This is an optimization exercise on Yosys and OpenROAD, whose aim is small area, a short achievable clock period and few clock cycles, not a production implementation.
RTL that was checked went through simulation tests only; none was proved equivalent to the original.
Power figures rest on the tool's default switching activity, not on a simulated workload.

red:
==> flow/design.v <==
`timescale 1ns / 1ps
module Pipelined_CPU(
  input         clk,
  input         rst_n,
  output [6:0]  imem_addr,
  input  [31:0] imem_data,
  output [6:0]  dmem_addr,
  output [31:0] dmem_wdata,
  output        dmem_we,
  input  [31:0] dmem_rdata
);
  reg  [6:0]  FA;           
  reg  [6:0]  IA;           
  reg         AV;           
  reg  [31:0] IR;           
  reg  [6:0]  XPC;          
  reg         XV;           
  reg  [6:0]  EPC;          
  reg  [31:0] SA, SB;       
  reg  [6:0]  DA;           
  reg  [31:0] M_res;        
  reg  [31:0] M_wd;         
  reg  [4:0]  M_dst;
  reg         M_wr, M_ld, M_st;
  reg  [31:0] W_res;
  reg  [4:0]  W_dst;
  reg         W_wr, W_ld;
  reg  [31:0] rf [0:31];
  reg  [31:0] rv;           
  assign imem_addr  = FA;
  assign dmem_addr  = DA;
  assign dmem_wdata = M_wd;
  assign dmem_we    = M_st;
  wire [5:0] op = IR[31:26];
  wire [4:0] rs = IR[25:21];
  wire [4:0] rt = IR[20:16];
  wire [4:0] rd = IR[15:11];
  wire [5:0] fn = IR[5:0];
  wire [31:0] imm = {{16{IR[15]}}, IR[15:0]};
  wire rtype  = (op == 6'h00);
  wire f_add  = rtype & (fn[5:1] == 5'b10000);
  wire f_sub  = rtype & (fn[5:1] == 5'b10001);
  wire f_and  = rtype & (fn == 6'h24);
  wire f_or   = rtype & (fn == 6'h25);
  wire f_xor  = rtype & (fn == 6'h26);
  wire f_nor  = rtype & (fn == 6'h27);
  wire f_sll  = rtype & (fn == 6'h04);
  wire f_srl  = rtype & (fn == 6'h06);
  wire f_sra  = rtype & (fn == 6'h07);
  wire f_slt  = rtype & (fn == 6'h2A);
  wire f_sltu = rtype & (fn == 6'h2B);
  wire is_jr  = rtype & (fn == 6'h08);
  wire r_alu  = f_add | f_sub | f_and | f_or | f_xor | f_nor | f_sll | f_srl | f_sra | f_slt | f_sltu;
  wire i_add  = (op[5:1] == 5'b00100);
  wire i_slt  = (op == 6'h0A);
  wire i_sltu = (op == 6'h0B);
  wire i_and  = (op == 6'h0C);
  wire i_or   = (op == 6'h0D);
  wire i_xor  = (op == 6'h0E);
  wire i_lui  = (op == 6'h0F);
  wire is_lw  = (op == 6'h23);
  wire is_sw  = (op == 6'h2B);
  wire i_alu  = i_add | i_slt | i_sltu | i_and | i_or | i_xor;
  wire is_beq  = (op == 6'h04);
  wire is_bne  = (op == 6'h05);
  wire is_blez = (op == 6'h06);
  wire is_bgtz = (op == 6'h07);
  wire is_bltz = (op == 6'h01) & (rt == 5'd0);
  wire is_bgez = (op == 6'h01) & (rt == 5'd1);
  wire is_j    = (op == 6'h02);
  wire useA = r_alu | is_jr | i_alu | is_lw | is_sw | is_beq | is_bne | is_blez | is_bgtz | is_bltz | is_bgez;
  wire useB = r_alu | is_sw | is_beq | is_bne;
  wire wreg = r_alu | i_alu | i_lui | is_lw;
  wire [4:0] dst = rtype ? rd : rt;
  wire mA = M_wr & (M_dst == rs);
  wire mB = M_wr & (M_dst == rt);
  wire wA = W_wr & (W_dst == rs);
  wire wB = W_wr & (W_dst == rt);
  wire stall = XV & ((useA & (mA ? M_ld : (wA & W_ld))) |
                     (useB & (mB ? M_ld : (wB & W_ld))));
  wire xexec = XV & ~stall;
  reg  [31:0] rfA, rfB;
  integer k;
  always @(*) begin
    rfA = 32'd0;
    rfB = 32'd0;
    for (k = 0; k < 32; k = k + 1) begin
      rfA = rfA | ({32{SA[k]}} & rf[k]);
      rfB = rfB | ({32{SB[k]}} & rf[k]);
    end
  end
  wire rvA = |(SA & rv);
  wire rvB = |(SB & rv);
  wire sMA = mA;
  wire sWA = ~mA & wA;
  wire sRA = ~mA & ~wA & rvA;
  wire sMB = mB;
  wire sWB = ~mB & wB;
  wire sRB = ~mB & ~wB & rvB;
  wire [31:0] opA = ({32{sMA}} & M_res) | ({32{sWA}} & W_res) | ({32{sRA}} & rfA);
  wire [31:0] opB = ({32{sMB}} & M_res) | ({32{sWB}} & W_res) | ({32{sRB}} & rfB);
  wire        use_imm = ~rtype;
  wire [31:0] srcB = use_imm ? imm : opB;
  wire        sub  = f_sub | f_slt | f_sltu | i_slt | i_sltu;
  wire [32:0] sum  = {1'b0, opA} + {1'b0, srcB ^ {32{sub}}} + {32'd0, sub};
  wire        lt_s = (opA[31] ^ srcB[31]) ? opA[31] : sum[31];
  wire        lt_u = ~sum[32];
  function [31:0] rev32(input [31:0] x);
    integer k;
    begin
      for (k = 0; k < 32; k = k + 1) rev32[k] = x[31 - k];
    end
  endfunction
  wire [31:0] sh_in  = f_sll ? rev32(opB) : opB;
  wire        fill   = f_sra & opB[31];
  wire        sh_big = |opA[31:5];
  wire [63:0] sh_ext = {{32{fill}}, sh_in} >> opA[4:0];
  wire [31:0] sh_r   = sh_big ? {32{fill}} : sh_ext[31:0];
  wire [31:0] sh_out = f_sll ? rev32(sh_r) : sh_r;
  reg [31:0] alu;
  always @(*) begin
    if (f_and | i_and)        alu = opA & srcB;
    else if (f_or | i_or)     alu = opA | srcB;
    else if (f_xor | i_xor)   alu = opA ^ srcB;
    else if (f_nor)           alu = ~(opA | srcB);
    else if (f_slt | i_slt)   alu = {31'd0, lt_s};
    else if (f_sltu | i_sltu) alu = {31'd0, lt_u};
    else if (f_sll | f_srl | f_sra) alu = sh_out;
    else if (i_lui)           alu = {IR[15:0], 16'd0};
    else                      alu = sum[31:0];
  end
  wire eq   = (opA == opB);
  wire zer  = (opA == 32'd0);
  wire neg  = opA[31];
  wire taken = (is_beq & eq) | (is_bne & ~eq) | (is_blez & (neg | zer)) |
               (is_bgtz & ~(neg | zer)) | (is_bltz & neg) | (is_bgez & ~neg);
  wire [6:0] pc1  = XPC + 7'd1;
  wire [6:0] btgt = pc1 + IR[6:0];
  wire [6:0] xnext = is_jr ? opA[6:0] : is_j ? IR[6:0] : taken ? btgt : pc1;
  wire [6:0] expc   = XV ? (stall ? pc1 : xnext) : EPC;
  wire       accept = AV & ~stall & (IA == expc);
  wire [5:0] iop = imem_data[31:26];
  wire       ibr = (iop == 6'h04) | (iop == 6'h05) | (iop == 6'h06) | (iop == 6'h07) |
                   ((iop == 6'h01) & (imem_data[20:17] == 4'd0));
  wire       ij  = (iop == 6'h02);
  wire       ipt = ij | (ibr & imem_data[6]);
  wire [6:0] itgt = ij ? imem_data[6:0] : (IA + 7'd1 + imem_data[6:0]);
  localparam NB = 2;
  localparam NBB = (NB > 1) ? $clog2(NB) : 1;
  reg  [6:0] bt_tag [0:NB-1];
  reg  [6:0] bt_tgt [0:NB-1];
  reg  [NB-1:0] bt_v;
  wire [NBB-1:0] fidx = (NB > 1) ? FA[NBB-1:0] : 0;
  wire [NBB-1:0] xidx = (NB > 1) ? XPC[NBB-1:0] : 0;
  wire       bhit  = bt_v[fidx] & (bt_tag[fidx] == FA);
  wire [6:0] bpred = bhit ? bt_tgt[fidx] : FA + 7'd1;
  wire       xtk   = xexec & (is_jr | is_j | taken);
  wire [6:0] fa_next = accept ? ((ipt & (FA != itgt)) ? itgt : bpred)
                              : ((FA == expc) ? bpred : expc);
  always @(posedge clk or negedge rst_n) begin
    if (!rst_n) bt_v <= 0;
    else if (xtk) bt_v[xidx] <= 1'b1;
  end
  always @(posedge clk) begin
    if (xtk) begin
      bt_tag[xidx] <= XPC;
      bt_tgt[xidx] <= xnext;
    end
  end
  always @(posedge clk or negedge rst_n) begin
    if (!rst_n) begin
      FA  <= 7'd0;
      AV  <= 1'b0;
      XV  <= 1'b0;
      EPC <= 7'd0;
      M_wr <= 1'b0;
      M_st <= 1'b0;
      W_wr <= 1'b0;
    end else begin
      FA  <= fa_next;
      AV  <= 1'b1;
      if (!stall) XV <= accept;
      if (xexec) EPC <= xnext;
      M_wr <= xexec & wreg;
      M_st <= xexec & is_sw;
      W_wr <= M_wr;
    end
  end
  always @(posedge clk) begin
    IA <= FA;
    if (!stall) begin
      IR  <= imem_data;
      XPC <= IA;
      SA  <= 32'd1 << imem_data[25:21];
      SB  <= 32'd1 << imem_data[20:16];
    end
    if (xexec & (is_lw | is_sw)) DA <= sum[8:2];
    M_res <= alu;
    M_wd  <= opB;
    M_dst <= dst;
    M_ld  <= is_lw;
    W_res <= M_res;
    W_dst <= M_dst;
    W_ld  <= M_ld;
  end
  wire [31:0] wdata = W_ld ? dmem_rdata : W_res;
  always @(posedge clk) begin
    if (W_wr) rf[W_dst] <= wdata;
  end
  always @(posedge clk or negedge rst_n) begin
    if (!rst_n) rv <= 32'd0;
    else if (W_wr) rv[W_dst] <= 1'b1;
  end
endmodule
clock: 22.0 ns
lec_check: 0
cap_margin: 20
core_margin: 2
core_utilization: 40
setup_slack_margin: 1.0
slew_margin: 20
run.sh (not shown) runs the stock make flow with config.mk's settings and CLKGATE_MAP_FILE= SYNTH_SCRIPT=/design/flow/synth_recipe.tcl, a recipe that flattens the netlist after the stock synthesis.
Setup changes, red to blue
-- flow/design.v --
<<< red, line 17
  reg         XV;           
  reg  [6:0]  EPC;          
  reg  [31:0] SA, SB;       
  reg  [6:0]  DA;           
  reg  [31:0] M_res;        
  reg  [31:0] M_wd;         
>>> blue, line 17
  reg         XV;           
  reg  [6:0]  EPC;          
  reg  [31:0] M_res;        
  reg  [31:0] M_wd;         
<<< red, line 29
  reg  [31:0] rv;           
  assign imem_addr  = FA;
  assign dmem_addr  = DA;
  assign dmem_wdata = M_wd;
  assign dmem_we    = M_st;
>>> blue, line 27
  reg  [31:0] rv;           
  assign imem_addr  = FA;
  assign dmem_addr  = M_res[8:2];
  assign dmem_wdata = M_wd;
  assign dmem_we    = M_st;
<<< red, line 80
                     (useB & (mB ? M_ld : (wB & W_ld))));
  wire xexec = XV & ~stall;
  reg  [31:0] rfA, rfB;
  integer k;
  always @(*) begin
    rfA = 32'd0;
    rfB = 32'd0;
    for (k = 0; k < 32; k = k + 1) begin
      rfA = rfA | ({32{SA[k]}} & rf[k]);
      rfB = rfB | ({32{SB[k]}} & rf[k]);
    end
  end
  wire rvA = |(SA & rv);
  wire rvB = |(SB & rv);
  wire sMA = mA;
  wire sWA = ~mA & wA;
  wire sRA = ~mA & ~wA & rvA;
  wire sMB = mB;
  wire sWB = ~mB & wB;
  wire sRB = ~mB & ~wB & rvB;
  wire [31:0] opA = ({32{sMA}} & M_res) | ({32{sWA}} & W_res) | ({32{sRA}} & rfA);
  wire [31:0] opB = ({32{sMB}} & M_res) | ({32{sWB}} & W_res) | ({32{sRB}} & rfB);
  wire        use_imm = ~rtype;
  wire [31:0] srcB = use_imm ? imm : opB;
>>> blue, line 78
                     (useB & (mB ? M_ld : (wB & W_ld))));
  wire xexec = XV & ~stall;
  wire [31:0] rfA = rv[rs] ? rf[rs] : 32'd0;
  wire [31:0] rfB = rv[rt] ? rf[rt] : 32'd0;
  wire [31:0] opA = mA ? M_res : (wA ? W_res : rfA);
  wire [31:0] opB = mB ? M_res : (wB ? W_res : rfB);
  wire        use_imm = ~rtype;
  wire [31:0] srcB = use_imm ? imm : opB;
<<< red, line 146
  wire       ipt = ij | (ibr & imem_data[6]);
  wire [6:0] itgt = ij ? imem_data[6:0] : (IA + 7'd1 + imem_data[6:0]);
  localparam NB = 2;
  localparam NBB = (NB > 1) ? $clog2(NB) : 1;
  reg  [6:0] bt_tag [0:NB-1];
  reg  [6:0] bt_tgt [0:NB-1];
  reg  [NB-1:0] bt_v;
  wire [NBB-1:0] fidx = (NB > 1) ? FA[NBB-1:0] : 0;
  wire [NBB-1:0] xidx = (NB > 1) ? XPC[NBB-1:0] : 0;
  wire       bhit  = bt_v[fidx] & (bt_tag[fidx] == FA);
  wire [6:0] bpred = bhit ? bt_tgt[fidx] : FA + 7'd1;
  wire       xtk   = xexec & (is_jr | is_j | taken);
  wire [6:0] fa_next = accept ? ((ipt & (FA != itgt)) ? itgt : bpred)
                              : ((FA == expc) ? bpred : expc);
  always @(posedge clk or negedge rst_n) begin
    if (!rst_n) bt_v <= 0;
    else if (xtk) bt_v[xidx] <= 1'b1;
  end
  always @(posedge clk) begin
    if (xtk) begin
      bt_tag[xidx] <= XPC;
      bt_tgt[xidx] <= xnext;
    end
  end
  always @(posedge clk or negedge rst_n) begin
    if (!rst_n) begin
>>> blue, line 128
  wire       ipt = ij | (ibr & imem_data[6]);
  wire [6:0] itgt = ij ? imem_data[6:0] : (IA + 7'd1 + imem_data[6:0]);
  wire [6:0] fa_next = accept ? (ipt ? itgt : FA + 7'd1)
                              : ((FA == expc) ? FA + 7'd1 : expc);
  always @(posedge clk or negedge rst_n) begin
    if (!rst_n) begin
<<< red, line 192
      IR  <= imem_data;
      XPC <= IA;
      SA  <= 32'd1 << imem_data[25:21];
      SB  <= 32'd1 << imem_data[20:16];
    end
    if (xexec & (is_lw | is_sw)) DA <= sum[8:2];
    M_res <= alu;
    M_wd  <= opB;
>>> blue, line 154
      IR  <= imem_data;
      XPC <= IA;
    end
    M_res <= alu;
    M_wd  <= opB;
Findings:
Comparing the two runs side by side, blue comes out ahead of red on routed wire length. red has a lower combinational power than blue. The net switching share of the total power of blue is higher than that of red. blue packs its core more loosely than red. Against red, worst-case vdd ir drop in blue came out better. From red to blue the numbers moved as follows: final cell area excluding filler cells climbed about 2.5%, multiplexer fraction of the synthesized cell area has increased, post-synthesis instance total fell 4.3%, die area grew by about 4.5%, first-pass GRT wire length decreased by 14% relative to the old numbers. In blue the register-to-register setup slack turned out 0.36 ns lower than in red.
Testbench counts of blue, summed over its fixed seeds: cycles 48,083.
For red, only the layout was checked, not whether the RTL still works.

re-timing with driven ports:
The results above use ideal ports. As a check the final layouts listed here were re-extracted and re-timed, cells and wires unchanged.
Step 1, drivers: a clkbuf_16 drives clk and a buf_2 each remaining input, both assumed.
Step 2 moves the port delays by t, midway between the first and last clock arrival at a register: inputs arrive t later, outputs are due t later. That takes back most of the time a late clock gives input paths.
Three values: no drivers, after step 1, after step 2; two values: the first two.
run | t (ns) | setup WS [ns] | clock arrival spread, ns | slew at the worst register clock pin (ns) | cell pins on the clock port's net
red | 0.893 | 13.296 / 13.296 / 13.296 | 0.066 / 0.065 | 0.07 / 0.07 | 1
blue | 0.849 | 12.940 / 12.940 / 12.940 | 0.053 / 0.053 | 0.07 / 0.07 | 1
After both steps every run listed still meets setup and hold.
